Source: an optimization exercise on an open RTL-to-GDS flow (aim: small area and a short achievable clock period). Production flows keep margins and buffers that such runs may drop.
At most, simulation tests tie the RTL to the original design; equivalence was not proved.
No functional check of the RTL was part of run 2.
Power is estimated from default activity; no workload was simulated.

## flow/design.v (module list and top-level ports; edited modules follow where they fit)
// module computing_core: 1208 lines
module computing_core(
    input clk,
    input reset,
    input [31:0] data_kernel,
    input [31:0] data_in_0,
    output [31:0] data_out_0,
    output en,
    output reg done
    );
  // ...
==> flow/flow/run.sh <==
#!/bin/bash
# Own flow: the standard layout with these changes to how the layout is made:
#  - after the standard synthesis, flow/faopt.py re-chooses the polarity of the
#    full-adder cells (a full adder is self-dual) to drop most of the inverters
#    Yosys's extract_fa leaves between them; registers and other cells are kept;
#  - the port buffers are plain buffers (buf_2) instead of the delay cells
#    buffer_ports picks by default;
#  - timing repair aims at a tighter setup margin.
# Each step's full output goes to a log file in the work folder.
set -uo pipefail
R=orfs/results/sky130hd/computing_core/base
bash standard.sh synth > synth.log 2>&1 || { tail -n 50 synth.log; exit 1; }
cp $R/1_2_yosys.v $R/1_2_yosys_standard.v
python3 flow/faopt.py $R/1_2_yosys_standard.v $R/1_2_yosys.v > faopt.log 2>&1 || { tail -n 20 faopt.log; exit 1; }
rm -f $R/1_synth.odb $R/1_synth.sdc
bash standard.sh "BUFFER_PORTS_ARGS=-buffer_cell sky130_fd_sc_hd__buf_2" SETUP_SLACK_MARGIN=5.2 "CTS_ARGS=-sink_clustering_enable -repair_clock_nets -sink_clustering_size 30 -sink_clustering_max_diameter 80 -dont_use_dummy_load" finish > layout.log 2>&1 || { tail -n 50 layout.log; exit 1; }
==> flow/flow/faopt.py <==
#!/usr/bin/env python3
"""Full-adder polarity clean-up of a synthesized sky130 netlist.

Yosys's extract_fa leaves inverters on many full-adder pins. A full adder is
self-dual: fa(~a, ~b, ~c) = (~sum, ~cout). This script chooses, for each
sky130_fd_sc_hd__fa_* cell, whether it works on complemented signals, so that
as few inverters as possible are needed, and rewrites the netlist. Registers
and all other cells are kept; only inverters are removed or added and
full-adder pins reconnected.
usage: faopt.py IN.v OUT.v"""
import re, sys, random

src = open(sys.argv[1]).read()
m = re.search(r'^module\s+(\w+)\s*\((.*?)\);', src, re.S | re.M)
body_start = m.end()
endm = src.rindex('endmodule')
body = src[body_start:endm]
inst_re = re.compile(r'^\s*(sky130_fd_sc_hd__\w+)\s+(\S+)\s*\((.*?)\);\s*$', re.S | re.M)
pin_re = re.compile(r'\.(\w+)\((.*?)\)\s*(?:,|$)', re.S)
insts = []
first = None
for mm in inst_re.finditer(body):
    if first is None: first = mm.start()
    pins = [(p, n.strip()) for p, n in pin_re.findall(mm.group(3))]
    insts.append([mm.group(1), mm.group(2), pins])
decls = body[:first]
rest = body[first:]
# everything in the body after the declarations must be instances
leftover = inst_re.sub('', rest).strip()
if leftover:
    sys.exit("unexpected netlist content: " + leftover[:200])

OUTS = {'X', 'Y', 'Q', 'Q_N', 'SUM', 'COUT', 'HI', 'LO'}
ports = set()
for d in re.findall(r'^\s*(input|output|inout)\s+(\[[^\]]*\]\s*)?(.*?);', decls, re.M):
    for nm in d[2].split(','):
        nm = nm.strip()
        if d[1]:
            hi, lo = [int(x) for x in d[1].strip()[1:-1].split(':')]
            for i in range(min(hi, lo), max(hi, lo) + 1): ports.add('%s[%d]' % (nm, i))
        ports.add(nm)

driver = {}
loads = {}
for k, (t, nm, pins) in enumerate(insts):
    for p, n in pins:
        if p in OUTS: driver[n] = (k, p)
        else: loads.setdefault(n, []).append((k, p))
isinv = lambda k: re.match(r'sky130_fd_sc_hd__inv_\d+$', insts[k][0]) is not None
isfa = lambda k: re.match(r'sky130_fd_sc_hd__fa_\d+$', insts[k][0]) is not None

def pin(k, p):
    for q, n in insts[k][2]:
        if q == p: return n
    return None

# resolve each net to (base net, relative polarity) through chains of inverters
base = {}
def resolve(n):
    if n in base: return base[n]
    seen = []
    r = 0
    cur = n
    while cur in driver and isinv(driver[cur][0]):
        seen.append(cur)
        cur = pin(driver[cur][0], 'A')
        r ^= 1
        if len(seen) > 50: sys.exit("inverter loop")
    base[n] = (cur, r)
    return base[n]

nets = set(driver) | set(loads)
classes = {}
for n in nets:
    b, r = resolve(n)
    classes.setdefault(b, set()).add(n)
frozen = set()
for b, members in classes.items():
    if members & ports or b not in driver:
        frozen.add(b)
fa_ids = [k for k in range(len(insts)) if isfa(k)]
flippable = set()
for k in fa_ids:
    ok = True
    for p, n in insts[k][2]:
        if resolve(n)[0] in frozen: ok = False
    if ok: flippable.add(k)

# loads of each class: (inst, pin, rel) for non-inverter loads
cl_loads = {}
for b, members in classes.items():
    L = []
    for n in members:
        r = resolve(n)[1]
        for k, p in loads.get(n, []):
            if isinv(k): continue
            L.append((k, p, r))
    cl_loads[b] = L
flip = {k: 0 for k in fa_ids}
def dp(b):
    k, p = driver[b]
    return flip.get(k, 0) if isfa(k) else 0
def need_flags(b):
    d = dp(b)
    pos = neg = False
    for k, p, r in cl_loads[b]:
        w = r ^ (flip.get(k, 0) if isfa(k) else 0)
        if w == d: pos = True
        else: neg = True
    return pos, neg
def cost(b):
    if b in frozen: return 0
    return 1 if need_flags(b)[1] else 0
fa_classes = {}
for k in fa_ids:
    s = set(resolve(n)[0] for p, n in insts[k][2])
    fa_classes[k] = [b for b in s if b not in frozen]
def total():
    return sum(cost(b) for b in classes if b not in frozen)
start = total()
import math
random.seed(1)
order = sorted(flippable)
cur = start
best = cur
best_flip = dict(flip)
T = 2.0
steps = 200000
for it in range(steps):
    k = order[random.randrange(len(order))]
    cs = fa_classes[k]
    before = sum(cost(b) for b in cs)
    flip[k] ^= 1
    delta = sum(cost(b) for b in cs) - before
    if delta <= 0 or random.random() < math.exp(-delta / T):
        cur += delta
        if cur < best:
            best = cur
            best_flip = dict(flip)
    else:
        flip[k] ^= 1
    T = max(0.02, 2.0 * (1 - it / steps))
flip = best_flip
end = total()

# rewrite
remove = set()
newwires = []
newinsts = []
conn = {}   # (inst, pin) -> net
cnt = 0
for b, members in classes.items():
    if b in frozen: continue
    pos, neg = need_flags(b)
    for n in members:
        if n in driver and isinv(driver[n][0]): remove.add(driver[n][0])
    if neg:
        cnt += 1
        cn = "_faopt_n%d_" % cnt
        newwires.append(cn)
        newinsts.append(("sky130_fd_sc_hd__inv_1", "_faopt_i%d_" % cnt, [("A", b), ("Y", cn)]))
    d = dp(b)
    for k, p, r in cl_loads[b]:
        w = r ^ (flip.get(k, 0) if isfa(k) else 0)
        conn[(k, p)] = b if w == d else cn
out = []
for k, (t, nm, pins) in enumerate(insts):
    if k in remove: continue
    ps = [(p, conn.get((k, p), n)) for p, n in pins]
    out.append((t, nm, ps))
out += newinsts
def esc(n):
    return n + " " if n.startswith("\\") else n
def fmt(t, nm, ps):
    return "  %s %s (\n%s\n  );\n" % (t, esc(nm), ",\n".join("    .%s(%s)" % (p, esc(n)) for p, n in ps))
text = src[:body_start] + decls + "".join("  wire %s;\n" % w for w in newwires) + "".join(fmt(*x) for x in out) + "endmodule\n"
open(sys.argv[2], 'w').write(text)
ninv0 = sum(1 for k in range(len(insts)) if isinv(k))
ninv1 = sum(1 for t, nm, ps in out if re.match(r'sky130_fd_sc_hd__inv_\d+$', t))
print("faopt: %d full adders (%d may flip, %d flipped); inverters %d -> %d" % (
    len(fa_ids), len(flippable), sum(flip.values()), ninv0, ninv1))
==> flow/standard.sh <==
#!/bin/bash
# synth_recipe.tcl (not shown) runs the flow's synth.tcl, then flattens the netlist and writes it again
# the make line also repeats each setting of config.mk as NAME=value (left out here)
make -C /OpenROAD-flow-scripts/flow DESIGN_CONFIG=/design/flow/config.mk WORK_HOME=/design/flow/orfs CLKGATE_MAP_FILE= SYNTH_SCRIPT=/design/flow/synth_recipe.tcl "${@:-finish}"
==> flow/config.mk <==
export PLATFORM = sky130hd
export DESIGN_NAME = computing_core
export DESIGN_NICKNAME = computing_core
export VERILOG_FILES = /design/flow/design.v
export SDC_FILE = /design/flow/constraint.sdc
export NUM_CORES = 4
export LEC_CHECK = 0
export ABC_CLOCK_PERIOD_IN_PS = 2500
export CAP_MARGIN = 20
export CORE_MARGIN = 2
export CORE_UTILIZATION = 65
export CTS_CLUSTER_DIAMETER = 80
export CTS_CLUSTER_SIZE = 30
export SETUP_SLACK_MARGIN = 5
export SLEW_MARGIN = 20
==> flow/constraint.sdc <==
create_clock -name core_clock -period 8.0 [get_ports {clk}]
set_input_delay 1.6000 -clock core_clock [delete_from_list [all_inputs] [get_ports {clk}]]
set_output_delay 1.6000 -clock core_clock [all_outputs]
set_load 0.01 [all_outputs]
==> impl_results.md, run 1 <==
* Ys Warns at 1
* GR Layer Usage met3 at 6.06%
* CTS root buf: clkbuf_16
* GRT Overall Usage at between 30 and 40%
* Area delta synth->final at 8.23%
* Count of final max-slew check failures at 0
* Number of flip-flops in the largest register at ~100
* Worst-path clk slew at 110 ps
* FILL cells at 3125
* Non-Clock Buffer Count at around 170
* Share of cell area taken by multi-input logic gates at ~47%
* Crit end category: output pin
* Layout Skew at about 99 ps
* Hold Path Depth at 0
* Initial Util at between 60% and 70%
* Status: no timing/DRC/antenna violations
* Placeable Area at approximately 44000 um2
* Buf/Inv on CP at 2
* Layout Nets at between 2000 and 3000
* Sw Share at between 30% and 40%
* Tapcells at around 590
* Post-Layout Cell Count at 2948
* Met3 wire length at 6.29 mm
* Data buffer area share at between 4 and 5%
* Layout cell share with drive strength beyond 1 at ~14%
* Storage cell area at ~13000 um2
* Die width at about 210 um
* Max-Cap Viols at 0
* Setup bufs post-CTS at 10
* Top Consumer: combinational logic
* Final setup viols at 0
==> run 2: changes to the inputs <==
--- a/flow/design.v
+++ b/flow/design.v
@@ -154,139 +154,146 @@
     always @(posedge clk) begin
         kr0 <= (st < 6'd3) ? data_kernel : kr2;
         kr1 <= kr0;
         kr2 <= kr1;
     end
     wire [31:0] xs = ({32{ysl[0]}} & q0) | ({32{ysl[1]}} & q1) | ({32{ysl[2]}} & q2) | ({32{ysl[3]}} & q3) | ({32{ysl[4]}} & q4) | ({32{ysl[5]}} & q5) | ({32{ysl[6]}} & data_in_0);
     wire [32:0] xe = {xs, 1'b0};
     reg [15:0] b_one, b_two, b_neg;
+    reg [3:0] b_onen, b_twon, b_negn;
     integer i;
     always @(posedge clk)
         for (i = 0; i < 16; i = i + 1) begin
             b_neg[i] <= xe[2*i+2];
             b_one[i] <= xe[2*i+1] ^ xe[2*i];
             b_two[i] <= (xe[2*i+2] & ~xe[2*i+1] & ~xe[2*i]) | (~xe[2*i+2] & xe[2*i+1] & xe[2*i]);
         end
+    always @(posedge clk)
+        for (i = 0; i < 4; i = i + 1) begin
+            b_negn[i] <= ~xe[2*i+2];
+            b_onen[i] <= ~(xe[2*i+1] ^ xe[2*i]);
+            b_twon[i] <= ~((xe[2*i+2] & ~xe[2*i+1] & ~xe[2*i]) | (~xe[2*i+2] & xe[2*i+1] & xe[2*i]));
+        end
     wire pp0_0 = (((b_one[0] & kr0[0]) | (b_two[0] & 1'b0)) ^ b_neg[0]);
     wire pp0_1 = (((b_one[0] & kr0[1]) | (b_two[0] & kr0[0])) ^ b_neg[0]);
     wire pp0_2 = (((b_one[0] & kr0[2]) | (b_two[0] & kr0[1])) ^ b_neg[0]);
     wire pp0_3 = (((b_one[0] & kr0[3]) | (b_two[0] & kr0[2])) ^ b_neg[0]);
     wire pp0_4 = (((b_one[0] & kr0[4]) | (b_two[0] & kr0[3])) ^ b_neg[0]);
     wire pp0_5 = (((b_one[0] & kr0[5]) | (b_two[0] & kr0[4])) ^ b_neg[0]);
     wire pp0_6 = (((b_one[0] & kr0[6]) | (b_two[0] & kr0[5])) ^ b_neg[0]);
     wire pp0_7 = (((b_one[0] & kr0[7]) | (b_two[0] & kr0[6])) ^ b_neg[0]);
     wire pp0_8 = (((b_one[0] & kr0[8]) | (b_two[0] & kr0[7])) ^ b_neg[0]);
     wire pp0_9 = (((b_one[0] & kr0[9]) | (b_two[0] & kr0[8])) ^ b_neg[0]);
     wire pp0_10 = (((b_one[0] & kr0[10]) | (b_two[0] & kr0[9])) ^ b_neg[0]);
     wire pp0_11 = (((b_one[0] & kr0[11]) | (b_two[0] & kr0[10])) ^ b_neg[0]);
     wire pp0_12 = (((b_one[0] & kr0[12]) | (b_two[0] & kr0[11])) ^ b_neg[0]);
     wire pp0_13 = (((b_one[0] & kr0[13]) | (b_two[0] & kr0[12])) ^ b_neg[0]);
     wire pp0_14 = (((b_one[0] & kr0[14]) | (b_two[0] & kr0[13])) ^ b_neg[0]);
     wire pp0_15 = (((b_one[0] & kr0[15]) | (b_two[0] & kr0[14])) ^ b_neg[0]);
-    wire pp0_16 = (((b_one[0] & kr0[16]) | (b_two[0] & kr0[15])) ^ b_neg[0]);
-    wire pp0_17 = (((b_one[0] & kr0[17]) | (b_two[0] & kr0[16])) ^ b_neg[0]);
-    wire pp0_18 = (((b_one[0] & kr0[18]) | (b_two[0] & kr0[17])) ^ b_neg[0]);
-    wire pp0_19 = (((b_one[0] & kr0[19]) | (b_two[0] & kr0[18])) ^ b_neg[0]);
-    wire pp0_20 = (((b_one[0] & kr0[20]) | (b_two[0] & kr0[19])) ^ b_neg[0]);
-    wire pp0_21 = (((b_one[0] & kr0[21]) | (b_two[0] & kr0[20])) ^ b_neg[0]);
-    wire pp0_22 = (((b_one[0] & kr0[22]) | (b_two[0] & kr0[21])) ^ b_neg[0]);
-    wire pp0_23 = (((b_one[0] & kr0[23]) | (b_two[0] & kr0[22])) ^ b_neg[0]);
-    wire pp0_24 = (((b_one[0] & kr0[24]) | (b_two[0] & kr0[23])) ^ b_neg[0]);
-    wire pp0_25 = (((b_one[0] & kr0[25]) | (b_two[0] & kr0[24])) ^ b_neg[0]);
-    wire pp0_26 = (((b_one[0] & kr0[26]) | (b_two[0] & kr0[25])) ^ b_neg[0]);
-    wire pp0_27 = (((b_one[0] & kr0[27]) | (b_two[0] & kr0[26])) ^ b_neg[0]);
-    wire pp0_28 = (((b_one[0] & kr0[28]) | (b_two[0] & kr0[27])) ^ b_neg[0]);
-    wire pp0_29 = (((b_one[0] & kr0[29]) | (b_two[0] & kr0[28])) ^ b_neg[0]);
-    wire pp0_30 = (((b_one[0] & kr0[30]) | (b_two[0] & kr0[29])) ^ b_neg[0]);
-    wire pp0_31 = (((b_one[0] & kr0[31]) | (b_two[0] & kr0[30])) ^ b_neg[0]);
+    wire pp0_16 = (((~b_onen[0] & kr0[16]) | (~b_twon[0] & kr0[15])) ^ ~b_negn[0]);
+    wire pp0_17 = (((~b_onen[0] & kr0[17]) | (~b_twon[0] & kr0[16])) ^ ~b_negn[0]);
+    wire pp0_18 = (((~b_onen[0] & kr0[18]) | (~b_twon[0] & kr0[17])) ^ ~b_negn[0]);
+    wire pp0_19 = (((~b_onen[0] & kr0[19]) | (~b_twon[0] & kr0[18])) ^ ~b_negn[0]);
+    wire pp0_20 = (((~b_onen[0] & kr0[20]) | (~b_twon[0] & kr0[19])) ^ ~b_negn[0]);
+    wire pp0_21 = (((~b_onen[0] & kr0[21]) | (~b_twon[0] & kr0[20])) ^ ~b_negn[0]);
+    wire pp0_22 = (((~b_onen[0] & kr0[22]) | (~b_twon[0] & kr0[21])) ^ ~b_negn[0]);
+    wire pp0_23 = (((~b_onen[0] & kr0[23]) | (~b_twon[0] & kr0[22])) ^ ~b_negn[0]);
+    wire pp0_24 = (((~b_onen[0] & kr0[24]) | (~b_twon[0] & kr0[23])) ^ ~b_negn[0]);
+    wire pp0_25 = (((~b_onen[0] & kr0[25]) | (~b_twon[0] & kr0[24])) ^ ~b_negn[0]);
+    wire pp0_26 = (((~b_onen[0] & kr0[26]) | (~b_twon[0] & kr0[25])) ^ ~b_negn[0]);
+    wire pp0_27 = (((~b_onen[0] & kr0[27]) | (~b_twon[0] & kr0[26])) ^ ~b_negn[0]);
+    wire pp0_28 = (((~b_onen[0] & kr0[28]) | (~b_twon[0] & kr0[27])) ^ ~b_negn[0]);
+    wire pp0_29 = (((~b_onen[0] & kr0[29]) | (~b_twon[0] & kr0[28])) ^ ~b_negn[0]);
+    wire pp0_30 = (((~b_onen[0] & kr0[30]) | (~b_twon[0] & kr0[29])) ^ ~b_negn[0]);
+    wire pp0_31 = (((~b_onen[0] & kr0[31]) | (~b_twon[0] & kr0[30])) ^ ~b_negn[0]);
     wire pp1_0 = (((b_one[1] & kr0[0]) | (b_two[1] & 1'b0)) ^ b_neg[1]);
     wire pp1_1 = (((b_one[1] & kr0[1]) | (b_two[1] & kr0[0])) ^ b_neg[1]);
     wire pp1_2 = (((b_one[1] & kr0[2]) | (b_two[1] & kr0[1])) ^ b_neg[1]);
     wire pp1_3 = (((b_one[1] & kr0[3]) | (b_two[1] & kr0[2])) ^ b_neg[1]);
     wire pp1_4 = (((b_one[1] & kr0[4]) | (b_two[1] & kr0[3])) ^ b_neg[1]);
     wire pp1_5 = (((b_one[1] & kr0[5]) | (b_two[1] & kr0[4])) ^ b_neg[1]);
     wire pp1_6 = (((b_one[1] & kr0[6]) | (b_two[1] & kr0[5])) ^ b_neg[1]);
     wire pp1_7 = (((b_one[1] & kr0[7]) | (b_two[1] & kr0[6])) ^ b_neg[1]);
     wire pp1_8 = (((b_one[1] & kr0[8]) | (b_two[1] & kr0[7])) ^ b_neg[1]);
     wire pp1_9 = (((b_one[1] & kr0[9]) | (b_two[1] & kr0[8])) ^ b_neg[1]);
     wire pp1_10 = (((b_one[1] & kr0[10]) | (b_two[1] & kr0[9])) ^ b_neg[1]);
     wire pp1_11 = (((b_one[1] & kr0[11]) | (b_two[1] & kr0[10])) ^ b_neg[1]);
     wire pp1_12 = (((b_one[1] & kr0[12]) | (b_two[1] & kr0[11])) ^ b_neg[1]);
     wire pp1_13 = (((b_one[1] & kr0[13]) | (b_two[1] & kr0[12])) ^ b_neg[1]);
     wire pp1_14 = (((b_one[1] & kr0[14]) | (b_two[1] & kr0[13])) ^ b_neg[1]);
-    wire pp1_15 = (((b_one[1] & kr0[15]) | (b_two[1] & kr0[14])) ^ b_neg[1]);
-    wire pp1_16 = (((b_one[1] & kr0[16]) | (b_two[1] & kr0[15])) ^ b_neg[1]);
-    wire pp1_17 = (((b_one[1] & kr0[17]) | (b_two[1] & kr0[16])) ^ b_neg[1]);
-    wire pp1_18 = (((b_one[1] & kr0[18]) | (b_two[1] & kr0[17])) ^ b_neg[1]);
-    wire pp1_19 = (((b_one[1] & kr0[19]) | (b_two[1] & kr0[18])) ^ b_neg[1]);
-    wire pp1_20 = (((b_one[1] & kr0[20]) | (b_two[1] & kr0[19])) ^ b_neg[1]);
-    wire pp1_21 = (((b_one[1] & kr0[21]) | (b_two[1] & kr0[20])) ^ b_neg[1]);
-    wire pp1_22 = (((b_one[1] & kr0[22]) | (b_two[1] & kr0[21])) ^ b_neg[1]);
-    wire pp1_23 = (((b_one[1] & kr0[23]) | (b_two[1] & kr0[22])) ^ b_neg[1]);
-    wire pp1_24 = (((b_one[1] & kr0[24]) | (b_two[1] & kr0[23])) ^ b_neg[1]);
-    wire pp1_25 = (((b_one[1] & kr0[25]) | (b_two[1] & kr0[24])) ^ b_neg[1]);
-    wire pp1_26 = (((b_one[1] & kr0[26]) | (b_two[1] & kr0[25])) ^ b_neg[1]);
-    wire pp1_27 = (((b_one[1] & kr0[27]) | (b_two[1] & kr0[26])) ^ b_neg[1]);
-    wire pp1_28 = (((b_one[1] & kr0[28]) | (b_two[1] & kr0[27])) ^ b_neg[1]);
-    wire pp1_29 = (((b_one[1] & kr0[29]) | (b_two[1] & kr0[28])) ^ b_neg[1]);
+    wire pp1_15 = (((~b_onen[1] & kr0[15]) | (~b_twon[1] & kr0[14])) ^ ~b_negn[1]);
+    wire pp1_16 = (((~b_onen[1] & kr0[16]) | (~b_twon[1] & kr0[15])) ^ ~b_negn[1]);
+    wire pp1_17 = (((~b_onen[1] & kr0[17]) | (~b_twon[1] & kr0[16])) ^ ~b_negn[1]);
+    wire pp1_18 = (((~b_onen[1] & kr0[18]) | (~b_twon[1] & kr0[17])) ^ ~b_negn[1]);
+    wire pp1_19 = (((~b_onen[1] & kr0[19]) | (~b_twon[1] & kr0[18])) ^ ~b_negn[1]);
+    wire pp1_20 = (((~b_onen[1] & kr0[20]) | (~b_twon[1] & kr0[19])) ^ ~b_negn[1]);
+    wire pp1_21 = (((~b_onen[1] & kr0[21]) | (~b_twon[1] & kr0[20])) ^ ~b_negn[1]);
+    wire pp1_22 = (((~b_onen[1] & kr0[22]) | (~b_twon[1] & kr0[21])) ^ ~b_negn[1]);
+    wire pp1_23 = (((~b_onen[1] & kr0[23]) | (~b_twon[1] & kr0[22])) ^ ~b_negn[1]);
+    wire pp1_24 = (((~b_onen[1] & kr0[24]) | (~b_twon[1] & kr0[23])) ^ ~b_negn[1]);
+    wire pp1_25 = (((~b_onen[1] & kr0[25]) | (~b_twon[1] & kr0[24])) ^ ~b_negn[1]);
+    wire pp1_26 = (((~b_onen[1] & kr0[26]) | (~b_twon[1] & kr0[25])) ^ ~b_negn[1]);
+    wire pp1_27 = (((~b_onen[1] & kr0[27]) | (~b_twon[1] & kr0[26])) ^ ~b_negn[1]);
+    wire pp1_28 = (((~b_onen[1] & kr0[28]) | (~b_twon[1] & kr0[27])) ^ ~b_negn[1]);
+    wire pp1_29 = (((~b_onen[1] & kr0[29]) | (~b_twon[1] & kr0[28])) ^ ~b_negn[1]);
     wire pp2_0 = (((b_one[2] & kr0[0]) | (b_two[2] & 1'b0)) ^ b_neg[2]);
     wire pp2_1 = (((b_one[2] & kr0[1]) | (b_two[2] & kr0[0])) ^ b_neg[2]);
     wire pp2_2 = (((b_one[2] & kr0[2]) | (b_two[2] & kr0[1])) ^ b_neg[2]);
     wire pp2_3 = (((b_one[2] & kr0[3]) | (b_two[2] & kr0[2])) ^ b_neg[2]);
     wire pp2_4 = (((b_one[2] & kr0[4]) | (b_two[2] & kr0[3])) ^ b_neg[2]);
     wire pp2_5 = (((b_one[2] & kr0[5]) | (b_two[2] & kr0[4])) ^ b_neg[2]);
     wire pp2_6 = (((b_one[2] & kr0[6]) | (b_two[2] & kr0[5])) ^ b_neg[2]);
     wire pp2_7 = (((b_one[2] & kr0[7]) | (b_two[2] & kr0[6])) ^ b_neg[2]);
     wire pp2_8 = (((b_one[2] & kr0[8]) | (b_two[2] & kr0[7])) ^ b_neg[2]);
     wire pp2_9 = (((b_one[2] & kr0[9]) | (b_two[2] & kr0[8])) ^ b_neg[2]);
     wire pp2_10 = (((b_one[2] & kr0[10]) | (b_two[2] & kr0[9])) ^ b_neg[2]);
     wire pp2_11 = (((b_one[2] & kr0[11]) | (b_two[2] & kr0[10])) ^ b_neg[2]);
     wire pp2_12 = (((b_one[2] & kr0[12]) | (b_two[2] & kr0[11])) ^ b_neg[2]);
     wire pp2_13 = (((b_one[2] & kr0[13]) | (b_two[2] & kr0[12])) ^ b_neg[2]);
-    wire pp2_14 = (((b_one[2] & kr0[14]) | (b_two[2] & kr0[13])) ^ b_neg[2]);
-    wire pp2_15 = (((b_one[2] & kr0[15]) | (b_two[2] & kr0[14])) ^ b_neg[2]);
-    wire pp2_16 = (((b_one[2] & kr0[16]) | (b_two[2] & kr0[15])) ^ b_neg[2]);
-    wire pp2_17 = (((b_one[2] & kr0[17]) | (b_two[2] & kr0[16])) ^ b_neg[2]);
-    wire pp2_18 = (((b_one[2] & kr0[18]) | (b_two[2] & kr0[17])) ^ b_neg[2]);
-    wire pp2_19 = (((b_one[2] & kr0[19]) | (b_two[2] & kr0[18])) ^ b_neg[2]);
-    wire pp2_20 = (((b_one[2] & kr0[20]) | (b_two[2] & kr0[19])) ^ b_neg[2]);
-    wire pp2_21 = (((b_one[2] & kr0[21]) | (b_two[2] & kr0[20])) ^ b_neg[2]);
-    wire pp2_22 = (((b_one[2] & kr0[22]) | (b_two[2] & kr0[21])) ^ b_neg[2]);
-    wire pp2_23 = (((b_one[2] & kr0[23]) | (b_two[2] & kr0[22])) ^ b_neg[2]);
-    wire pp2_24 = (((b_one[2] & kr0[24]) | (b_two[2] & kr0[23])) ^ b_neg[2]);
-    wire pp2_25 = (((b_one[2] & kr0[25]) | (b_two[2] & kr0[24])) ^ b_neg[2]);
-    wire pp2_26 = (((b_one[2] & kr0[26]) | (b_two[2] & kr0[25])) ^ b_neg[2]);
-    wire pp2_27 = (((b_one[2] & kr0[27]) | (b_two[2] & kr0[26])) ^ b_neg[2]);
+    wire pp2_14 = (((~b_onen[2] & kr0[14]) | (~b_twon[2] & kr0[13])) ^ ~b_negn[2]);
+    wire pp2_15 = (((~b_onen[2] & kr0[15]) | (~b_twon[2] & kr0[14])) ^ ~b_negn[2]);
+    wire pp2_16 = (((~b_onen[2] & kr0[16]) | (~b_twon[2] & kr0[15])) ^ ~b_negn[2]);
+    wire pp2_17 = (((~b_onen[2] & kr0[17]) | (~b_twon[2] & kr0[16])) ^ ~b_negn[2]);
+    wire pp2_18 = (((~b_onen[2] & kr0[18]) | (~b_twon[2] & kr0[17])) ^ ~b_negn[2]);
+    wire pp2_19 = (((~b_onen[2] & kr0[19]) | (~b_twon[2] & kr0[18])) ^ ~b_negn[2]);
+    wire pp2_20 = (((~b_onen[2] & kr0[20]) | (~b_twon[2] & kr0[19])) ^ ~b_negn[2]);
+    wire pp2_21 = (((~b_onen[2] & kr0[21]) | (~b_twon[2] & kr0[20])) ^ ~b_negn[2]);
+    wire pp2_22 = (((~b_onen[2] & kr0[22]) | (~b_twon[2] & kr0[21])) ^ ~b_negn[2]);
+    wire pp2_23 = (((~b_onen[2] & kr0[23]) | (~b_twon[2] & kr0[22])) ^ ~b_negn[2]);
+    wire pp2_24 = (((~b_onen[2] & kr0[24]) | (~b_twon[2] & kr0[23])) ^ ~b_negn[2]);
+    wire pp2_25 = (((~b_onen[2] & kr0[25]) | (~b_twon[2] & kr0[24])) ^ ~b_negn[2]);
+    wire pp2_26 = (((~b_onen[2] & kr0[26]) | (~b_twon[2] & kr0[25])) ^ ~b_negn[2]);
+    wire pp2_27 = (((~b_onen[2] & kr0[27]) | (~b_twon[2] & kr0[26])) ^ ~b_negn[2]);
     wire pp3_0 = (((b_one[3] & kr0[0]) | (b_two[3] & 1'b0)) ^ b_neg[3]);
     wire pp3_1 = (((b_one[3] & kr0[1]) | (b_two[3] & kr0[0])) ^ b_neg[3]);
     wire pp3_2 = (((b_one[3] & kr0[2]) | (b_two[3] & kr0[1])) ^ b_neg[3]);
     wire pp3_3 = (((b_one[3] & kr0[3]) | (b_two[3] & kr0[2])) ^ b_neg[3]);
     wire pp3_4 = (((b_one[3] & kr0[4]) | (b_two[3] & kr0[3])) ^ b_neg[3]);
     wire pp3_5 = (((b_one[3] & kr0[5]) | (b_two[3] & kr0[4])) ^ b_neg[3]);
     wire pp3_6 = (((b_one[3] & kr0[6]) | (b_two[3] & kr0[5])) ^ b_neg[3]);
     wire pp3_7 = (((b_one[3] & kr0[7]) | (b_two[3] & kr0[6])) ^ b_neg[3]);
     wire pp3_8 = (((b_one[3] & kr0[8]) | (b_two[3] & kr0[7])) ^ b_neg[3]);
     wire pp3_9 = (((b_one[3] & kr0[9]) | (b_two[3] & kr0[8])) ^ b_neg[3]);
     wire pp3_10 = (((b_one[3] & kr0[10]) | (b_two[3] & kr0[9])) ^ b_neg[3]);
     wire pp3_11 = (((b_one[3] & kr0[11]) | (b_two[3] & kr0[10])) ^ b_neg[3]);
     wire pp3_12 = (((b_one[3] & kr0[12]) | (b_two[3] & kr0[11])) ^ b_neg[3]);
-    wire pp3_13 = (((b_one[3] & kr0[13]) | (b_two[3] & kr0[12])) ^ b_neg[3]);
-    wire pp3_14 = (((b_one[3] & kr0[14]) | (b_two[3] & kr0[13])) ^ b_neg[3]);
-    wire pp3_15 = (((b_one[3] & kr0[15]) | (b_two[3] & kr0[14])) ^ b_neg[3]);
-    wire pp3_16 = (((b_one[3] & kr0[16]) | (b_two[3] & kr0[15])) ^ b_neg[3]);
-    wire pp3_17 = (((b_one[3] & kr0[17]) | (b_two[3] & kr0[16])) ^ b_neg[3]);
-    wire pp3_18 = (((b_one[3] & kr0[18]) | (b_two[3] & kr0[17])) ^ b_neg[3]);
-    wire pp3_19 = (((b_one[3] & kr0[19]) | (b_two[3] & kr0[18])) ^ b_neg[3]);
-    wire pp3_20 = (((b_one[3] & kr0[20]) | (b_two[3] & kr0[19])) ^ b_neg[3]);
-    wire pp3_21 = (((b_one[3] & kr0[21]) | (b_two[3] & kr0[20])) ^ b_neg[3]);
-    wire pp3_22 = (((b_one[3] & kr0[22]) | (b_two[3] & kr0[21])) ^ b_neg[3]);
-    wire pp3_23 = (((b_one[3] & kr0[23]) | (b_two[3] & kr0[22])) ^ b_neg[3]);
-    wire pp3_24 = (((b_one[3] & kr0[24]) | (b_two[3] & kr0[23])) ^ b_neg[3]);
-    wire pp3_25 = (((b_one[3] & kr0[25]) | (b_two[3] & kr0[24])) ^ b_neg[3]);
+    wire pp3_13 = (((~b_onen[3] & kr0[13]) | (~b_twon[3] & kr0[12])) ^ ~b_negn[3]);
+    wire pp3_14 = (((~b_onen[3] & kr0[14]) | (~b_twon[3] & kr0[13])) ^ ~b_negn[3]);
+    wire pp3_15 = (((~b_onen[3] & kr0[15]) | (~b_twon[3] & kr0[14])) ^ ~b_negn[3]);
+    wire pp3_16 = (((~b_onen[3] & kr0[16]) | (~b_twon[3] & kr0[15])) ^ ~b_negn[3]);
+    wire pp3_17 = (((~b_onen[3] & kr0[17]) | (~b_twon[3] & kr0[16])) ^ ~b_negn[3]);
+    wire pp3_18 = (((~b_onen[3] & kr0[18]) | (~b_twon[3] & kr0[17])) ^ ~b_negn[3]);
+    wire pp3_19 = (((~b_onen[3] & kr0[19]) | (~b_twon[3] & kr0[18])) ^ ~b_negn[3]);
+    wire pp3_20 = (((~b_onen[3] & kr0[20]) | (~b_twon[3] & kr0[19])) ^ ~b_negn[3]);
+    wire pp3_21 = (((~b_onen[3] & kr0[21]) | (~b_twon[3] & kr0[20])) ^ ~b_negn[3]);
+    wire pp3_22 = (((~b_onen[3] & kr0[22]) | (~b_twon[3] & kr0[21])) ^ ~b_negn[3]);
+    wire pp3_23 = (((~b_onen[3] & kr0[23]) | (~b_twon[3] & kr0[22])) ^ ~b_negn[3]);
+    wire pp3_24 = (((~b_onen[3] & kr0[24]) | (~b_twon[3] & kr0[23])) ^ ~b_negn[3]);
+    wire pp3_25 = (((~b_onen[3] & kr0[25]) | (~b_twon[3] & kr0[24])) ^ ~b_negn[3]);
     wire pp4_0 = (((b_one[4] & kr0[0]) | (b_two[4] & 1'b0)) ^ b_neg[4]);
     wire pp4_1 = (((b_one[4] & kr0[1]) | (b_two[4] & kr0[0])) ^ b_neg[4]);
     wire pp4_2 = (((b_one[4] & kr0[2]) | (b_two[4] & kr0[1])) ^ b_neg[4]);
     wire pp4_3 = (((b_one[4] & kr0[3]) | (b_two[4] & kr0[2])) ^ b_neg[4]);
     wire pp4_4 = (((b_one[4] & kr0[4]) | (b_two[4] & kr0[3])) ^ b_neg[4]);
     wire pp4_5 = (((b_one[4] & kr0[5]) | (b_two[4] & kr0[4])) ^ b_neg[4]);
     wire pp4_6 = (((b_one[4] & kr0[6]) | (b_two[4] & kr0[5])) ^ b_neg[4]);
     wire pp4_7 = (((b_one[4] & kr0[7]) | (b_two[4] & kr0[6])) ^ b_neg[4]);
--- a/flow/flow/run.sh
+++ b/flow/flow/run.sh
@@ -8,9 +8,9 @@
 #  - timing repair aims at a tighter setup margin.
 # Each step's full output goes to a log file in the work folder.
 set -uo pipefail
 R=orfs/results/sky130hd/computing_core/base
 bash standard.sh synth > synth.log 2>&1 || { tail -n 50 synth.log; exit 1; }
 cp $R/1_2_yosys.v $R/1_2_yosys_standard.v
 python3 flow/faopt.py $R/1_2_yosys_standard.v $R/1_2_yosys.v > faopt.log 2>&1 || { tail -n 20 faopt.log; exit 1; }
 rm -f $R/1_synth.odb $R/1_synth.sdc
-bash standard.sh "BUFFER_PORTS_ARGS=-buffer_cell sky130_fd_sc_hd__buf_2" SETUP_SLACK_MARGIN=5.2 "CTS_ARGS=-sink_clustering_enable -repair_clock_nets -sink_clustering_size 30 -sink_clustering_max_diameter 80 -dont_use_dummy_load" finish > layout.log 2>&1 || { tail -n 50 layout.log; exit 1; }
+bash standard.sh "BUFFER_PORTS_ARGS=-buffer_cell sky130_fd_sc_hd__buf_2" SETUP_SLACK_MARGIN=5.2 finish > layout.log 2>&1 || { tail -n 50 layout.log; exit 1; }
==> impl_results.md, run 2 <==
* Status: no timing/DRC/antenna violations
* Antenna violations before repair at 3
* CTS root buf: clkbuf_16
* Row Count at 77
* Post-Syn Area at about 29000 um2
* R2R cell count at 6
* Detailed-route wire length at a little under 70 mm
* Clock tree sinks at ~570
* Max-Cap Viols at 0 (unchanged)
* Final setup viols at 0 (unchanged)
* First-pass DRT Iterations at 6
* Slowest-stage cell, CP: dfxtp_1
* Power Dens Cells at around 310 nW/um2
* Layout Skew at 34.3 ps (-64.3 ps)
* H-tree depth at 1
* R2r setup slk at 5230 ps
* DR iter-0 viols at 2052
* CTS tree: yes
* GRT Residual Overflow at 0
* Detailed Place HPWL at 46.8 mm
* Number of flip-flops in the largest register at 101 (unchanged)
* Reg-to-Reg Start: b_two[11]
* Syn avg cell area at approximately 12 um2
* DIE HEIGHT at 215 um
* Worst-path clk slew at 110 ps (about the same)
* Syn Inst Count at around 2400
* Crit end category: register
* Most common library cell in the layout ignoring fill and taps: dfxtp_1
* Via count at roughly 18000
* Fin crit period at between 2000 and 3000 ps
* Syn nets at between 2000 and 3000
* First-pass GRT wire length at roughly 110 mm
* Inserted Clock Buffers at 29
* Total Die Area at between 40000 and 50000 um2
* Ys Warns at 1 (unchanged)
* Startpoint Class: register
* Largest net degree at the start of global routing at 64
* Worst-path maximum fanout at 9
* Setup CP Type: reg -> reg
* Max Clk Rate at between 0.3 and 0.4 GHz
* Layout Nets at 2735 (-0.073%)
* Hold Path Depth at 0 (unchanged)
* Worst Tran Pin Value at 888 ps
* Die width at 215 um (+0.22%)
* Biggest register: ca
* Area delta synth->final at 7.50%
* Vias in the first global route at between 15000 and 20000
* DRC at 0
* Leak at about 0.012 uW
* Placeable Area at 44000 um2 (+0.22%)
* GRT Overall Usage at 30.5% (-0.78 points)
* Most used cell, CP: fa_1
* Min-delay src: kr1[7]
* Count of final max-slew check failures at 0 (unchanged)
* Maximum VDD drop at 0.266 mV
* Diode count at 0
* Endpoint, Worst Hold: kr2[7]
* Worst path cell trace: a22oi_1, xor2_1, fa_1, fa_1, fa_1, inv_1
* Crit path required time at around 8500 ps
* Setup TNS at 0 ps
* Buf/Inv on CP at 1 (-1)
* Post-route clock period utilization at 34.7%
* CP arrival at between 3000 and 4000 ps
* Reg-to-reg endpoint: ca[94]
* PortBufs at 99
* I/O Pins at 100
* Slew headroom at approximately two fifths
* Layout cell share with drive strength beyond 1 at 12.8% (-1.1 points)
* Largest stage delay on the critical path at between 600 and 700 ps
* Unrepaired setup endpoints after global routing: yes
* Most frequent cells in the layout: dfxtp_1, a22oi_1, fa_1
* Via-to-Cell Ratio at a little over 6
* Post-cts hold buffer count at 0
* Max Root-Sink Buffers at 3
* Hold Violations, Final at 0
* Clk Latency, worst-skew pair at 630 ps
* GP Congestion at between 0.9 and 1
* Number of routed nets with antenna violations at 0
* DR WL/cell at between 20 and 25 um
* Final Util at a little over 70%
* Crit path max-delay family: adder cells
* Worst Hold Class: reg -> reg
* Initial Util at 65.5% (+0.15 points)
==> run 2: cell type report <==
| class | instances | area, um2 |
|---|---|---|
| fill | 3198 | 13000 |
| multi-input combinational | 1476 | 14400 |
| tap | 592 | 741 |
| clock inverter | 17 | 292 |
| timing repair buffer | 133 | 826 |
| clock buffer | 37 | 756 |
| inverter | 147 | 582 |
| sequential | 566 | 13400 |
==> run 2: what timing repair did <==
action	4_1_cts	5_1_grt
pin swaps	0	1
gates resized for setup	51	55
setup endpoints to repair	71	61
setup buffers	5	6
==> run 2: per-stage QoR <==
step	total power, uW	std cells	instance area, um2	hold WS, ps	setup WS [ps]
2_1_floorplan	6940	2354	28900	310	5200
3_3_place_gp	7770	2903	29600	310	4700
3_5_place_dp	8060	2903	29600	312	4620
4_1_cts	9840	2962	30800	338	5170
5_1_grt	10600	2968	31000	346	5100
6_report	9730	2968	31000	336	5230
==> run 2: how the worst max path moves through the flow <==
stage               from      to  slack [ps]  depth (start not counted)
2_1_floorplan   b_one[7]  ca[94]        5200                          8
3_3_place_gp    b_neg[5]  ca[94]        4700                          6
3_5_place_dp    b_neg[5]  ca[89]        4620                          6
4_1_cts        b_two[10]  ca[89]        5170                          6
5_1_grt            st[0]    dpre        5100                         10
6_report       b_two[11]  ca[94]        5230                          6
==> run 2: power by group <==
part / internal [uW] / total [uW] / switching (uW)
registers: 3580 / 3830 / 241
clock network: 772 / 1790 / 1020
logic: 1890 / 4110 / 2220
total: 6240 / 9730 / 3480
==> run 2: layer usage <==
| layer | global-route usage [%] | routed length [um] | vias to the layer above |
|---|---|---|---|
| li1 | - | - | 8205 |
| met1 | 40.9 | 28400 | 9143 |
| met2 | 51.0 | 33400 | 854 |
| met3 | 4.85 | 5480 | 165 |
| met4 | 10.3 | 1940 | 4 |
| met5 | 0 | 26 | - |

-- afterwards: timing with drivers on the ports --
How much do the figures lean on ideal ports? The routed layouts below were timed once more, with nothing changed but the port constraints. Step 1 sets driving cells, clkbuf_16 on the clock port and buf_2 on the other inputs (assumed; they add their load-dependent delay and slew). Step 2 times the ports against the registers' clock, not the clock port: input delays grow and output delays shrink by t, the midpoint of the rising clock arrivals with the driver on. a / b / c = ideal ports / drivers / drivers and shift; a / b = the first two.
run | t, ns | setup slack, ns | hold slack, ns | worst setup path at the end
run 1 | 0.632 | 5.245 / 5.190 / 5.155 | 0.334 / 0.334 / 0.334 | input to register
run 2 | 0.671 | 5.226 / 5.180 / 4.931 | 0.336 / 0.336 / 0.336 | input to register
After both steps every run listed still meets setup and hold. For run 2, which loses most, drivers alone change the setup slack by -0.046 ns; drivers and shift together by -0.295 ns.
